What follows belongs to an exercise in optimizing a design on an open flow for small area, a short achievable clock period and few clock cycles per item; a production flow would make more cautious choices.
Where RTL was checked, it was by simulation tests only, not by an equivalence proof against the original.

== run A ==
==> flow/design.v (excerpt) <==
module SET (rst,clk,en,central,radius,mode,busy,valid,candidate);
Settings: LEC_CHECK=0, CAP_MARGIN=20, CORE_MARGIN=2, CORE_UTILIZATION=65, PLACE_DENSITY=0.75, SETUP_SLACK_MARGIN=2, SLEW_MARGIN=20; clock period 8.0 ns.
run.sh (not shown) runs the stock make flow with config.mk's settings and CLKGATE_MAP_FILE= SYNTH_SCRIPT=/design/flow/synth_recipe.tcl, a recipe that flattens the netlist after the stock synthesis.
Testbench counts of run A, summed over its fixed seeds: cycles 1,280, items 256.
diff inputs: run A => run B
- removing PLACE_DENSITY (formerly 0.75)
- changing CORE_UTILIZATION from 65 to 40
- removing SETUP_SLACK_MARGIN (formerly 2)
[summary]
The register area was comparable across run A and run B.
[compare] base=run A new=run B: final design utilization went down 44 points, number of buffers and inverters on the critical path went down 4, final critical-path share of the clock period went up 10 points, post-detailed-routing wire length went down about 20%.
#### Input delta (run C over run B)
- ABC_CLOCK_PERIOD_IN_PS now 6000, previously not set
- SETUP_SLACK_MARGIN now 2, previously not set
==> comparison <==
In the tables for run C and run B, shortest period the worst path allows reads lower with run C.
Between run C and run B, the count of buffering cells on the critical path with inverters included is higher for run C.
Sort run C and run B by pin count of the biggest net entering global routing, ascending, and run C comes first.
NOTE: total length of routed wires in run C exceeds that of run B
Portion of the clock cycle consumed by the worst path in the final layout (lower): run C
Going from run B to run C, TritonCTS buffer count has remained practically unchanged, maximum frequency now sits higher, share of cell area taken by multi-input logic gates went down by 6.1 points.
What run D does differently from run C at the input level:
- SETUP_SLACK_MARGIN changed from 2 to 1.5
- ABC_CLOCK_PERIOD_IN_PS removed (was 6000)
==> flow/flow/run.sh (new file) <==
#!/bin/bash
# The standard layout, with the port buffers made of plain buffers
# (sky130_fd_sc_hd__buf_2) instead of the default cell.
set -euo pipefail
export BUFFER_PORTS_ARGS="-buffer_cell sky130_fd_sc_hd__buf_2"
bash standard.sh > standard.log 2>&1
==> flow/standard.sh (new file) <==
#!/bin/bash
# synth_recipe.tcl (not shown) runs the flow's synth.tcl, then flattens the netlist and writes it again
# the make line also repeats each setting of config.mk as NAME=value (left out here)
make -C /OpenROAD-flow-scripts/flow DESIGN_CONFIG=/design/flow/config.mk WORK_HOME=/design/flow/orfs CLKGATE_MAP_FILE= SYNTH_SCRIPT=/design/flow/synth_recipe.tcl "${@:-finish}"
removed: flow/run.sh
### Flow results
- Run D: flow completed, timing, DRC and antenna clean
- Min worst hold slack across run C and run D: run D
- When the final numbers for run C and run D were put side by side, the met2 usage turned out to be smaller in run D.
- Compared with run C, in run D total wire length fell by about 10%, upper clock frequency limit fell by about 6%, sum of met2 wire segment lengths after detailed routing fell by 9.3%, final critical delay including setup and external delays rose by 380 ps.
- Compared with run C, run D ends up with a smaller final cell area.
What run E does differently from run D at the input level:
- swapping 1.5 for 4 in SETUP_SLACK_MARGIN
- putting ABC_CLOCK_PERIOD_IN_PS at 4000 where nothing was set
==> flow/run.sh (new file) <==
#!/bin/bash
# synth_recipe.tcl (not shown) runs the flow's synth.tcl, then flattens the netlist and writes it again
# the make line also repeats each setting of config.mk as NAME=value (left out here)
make -C /OpenROAD-flow-scripts/flow DESIGN_CONFIG=/design/flow/config.mk WORK_HOME=/design/flow/orfs CLKGATE_MAP_FILE= SYNTH_SCRIPT=/design/flow/synth_recipe.tcl finish
removed: flow/flow/run.sh
removed: flow/standard.sh
--- outcome ---
Compared with run D, run E shows clock-pin transition on the worst setup and hold timing paths higher by 20 ps. When run E is set beside run D, its final critical path time including I/O delays and setup turns out to be 350 ps smaller. Run E reports a higher met2 track demand over resource in global routing than run D does. The detailed-route wire length on metal 1 in run E is 1.10 times that in run D. Against run D, run E comes in 22 points higher on share of post-route cells with drive strength above 1. When run E is measured against run D, its met3 wirelength from detailed routing turns out 1.2 mm higher. Share of the synthesized netlist area taken by xor and xnor gates essentially unchanged between run E and run D.
Setup changes, run E to run F
- changing SETUP_SLACK_MARGIN from 4 to 1.5
- changing CORE_UTILIZATION from 40 to 50
- removing ABC_CLOCK_PERIOD_IN_PS (formerly 4000)
- setting TNS_END_PERCENT to 100 for the first time
==> flow/flow/run.sh (new file) <==
#!/bin/bash
# The standard layout, with the port buffers made of plain buffers
# (sky130_fd_sc_hd__buf_4) instead of the default cell.
set -euo pipefail
export BUFFER_PORTS_ARGS="-buffer_cell sky130_fd_sc_hd__buf_4"
bash standard.sh > standard.log 2>&1
==> flow/standard.sh (new file) <==
#!/bin/bash
# synth_recipe.tcl (not shown) runs the flow's synth.tcl, then flattens the netlist and writes it again
# the make line also repeats each setting of config.mk as NAME=value (left out here)
make -C /OpenROAD-flow-scripts/flow DESIGN_CONFIG=/design/flow/config.mk WORK_HOME=/design/flow/orfs CLKGATE_MAP_FILE= SYNTH_SCRIPT=/design/flow/synth_recipe.tcl "${@:-finish}"
removed: flow/run.sh
Findings:
Timing, DRC, antenna: 0 failures across run E and run F
Going from run E to run F, met3 wirelength from detailed routing fell about 23%; fmax fell 4.9%.
Diff run F..run E | total negative setup slack | unchanged
Looking at most frequent standard cell in the layout excluding fill and tap cells, the sky130_fd_sc_hd__buf_4 result is from run E; the sky130_fd_sc_hd__nand2_1 one comes from run F.

SET, a different RTL version from the one above (not shown whole).
For scale: roughly 27 flip-flops, about 51 I/O pins, ~0.011 mm2 of cells after synthesis.
## SET
module SET (rst,clk,en,central,radius,mode,busy,valid,candidate);
Settings: LEC_CHECK=0, CAP_MARGIN=20, CORE_MARGIN=2, CORE_UTILIZATION=40, SETUP_SLACK_MARGIN=1, SLEW_MARGIN=20; clock period 8.0 ns.
Stock flow here: none of the scripts above is used.
The baseline finished with timing, DRC and antenna clean.
Rerun with:
==> flow/flow/run.sh (new file) <==
#!/bin/bash
# The standard layout, with the port buffers made of plain buffers
# (sky130_fd_sc_hd__buf_4) instead of the default cell.
set -euo pipefail
export BUFFER_PORTS_ARGS="-buffer_cell sky130_fd_sc_hd__buf_4"
bash standard.sh > standard.log 2>&1
==> flow/standard.sh (new file) <==
#!/bin/bash
# synth_recipe.tcl (not shown) runs the flow's synth.tcl, then flattens the netlist and writes it again
# the make line also repeats each setting of config.mk as NAME=value (left out here)
make -C /OpenROAD-flow-scripts/flow DESIGN_CONFIG=/design/flow/config.mk WORK_HOME=/design/flow/orfs CLKGATE_MAP_FILE= SYNTH_SCRIPT=/design/flow/synth_recipe.tcl "${@:-finish}"
removed: flow/run.sh
Flip-flop and latch count does not change.
Final area came out lower slightly.
No functional check of the RTL was part of any run of this note.

## re-timing with driven ports
In the flow no input, the clock included, has a driving cell. The finished layouts below were timed again as built, in two steps.
Step 1, drivers: a clkbuf_16 drives clk and a buf_2 each remaining input, both assumed.
Step 2, shift: input delay + t, output delay - t, t = (earliest + latest rising clock arrival at the registers) / 2. This alone moves slack from input paths to output paths.
Three values: ideal, step 1, step 2; two values: the first two.
run | t (ns) | slack for setup (ns) | worst setup path after step 2 | worst register clock-pin slew, ns
run A | 0.316 | 1.385 / 1.382 / 1.066 | input to register | 0.08 / 0.08
run B | 0.297 | 0.549 / 0.553 / 0.255 | input to register | 0.08 / 0.08
run C | 0.321 | 2.046 / 2.038 / 1.717 | input to register | 0.08 / 0.08
run D | 0.293 | 1.666 / 1.677 / 1.384 | input to register | 0.07 / 0.07
run E | 0.320 | 2.018 / 1.978 / 1.658 | input to register | 0.09 / 0.09
run F | 0.304 | 1.708 / 1.706 / 1.401 | input to register | 0.07 / 0.07
the first run of note 2 | 0.307 | 1.327 / 1.338 / 1.031 | input to register | 0.08 / 0.08
the second run of note 2 | 0.308 | 1.328 / 1.346 / 1.038 | input to register | 0.08 / 0.08
After both steps setup and hold are still met in every run listed. The setup slack of run E, which loses most, moves by -0.040 ns with the drivers and by -0.360 ns with both steps.
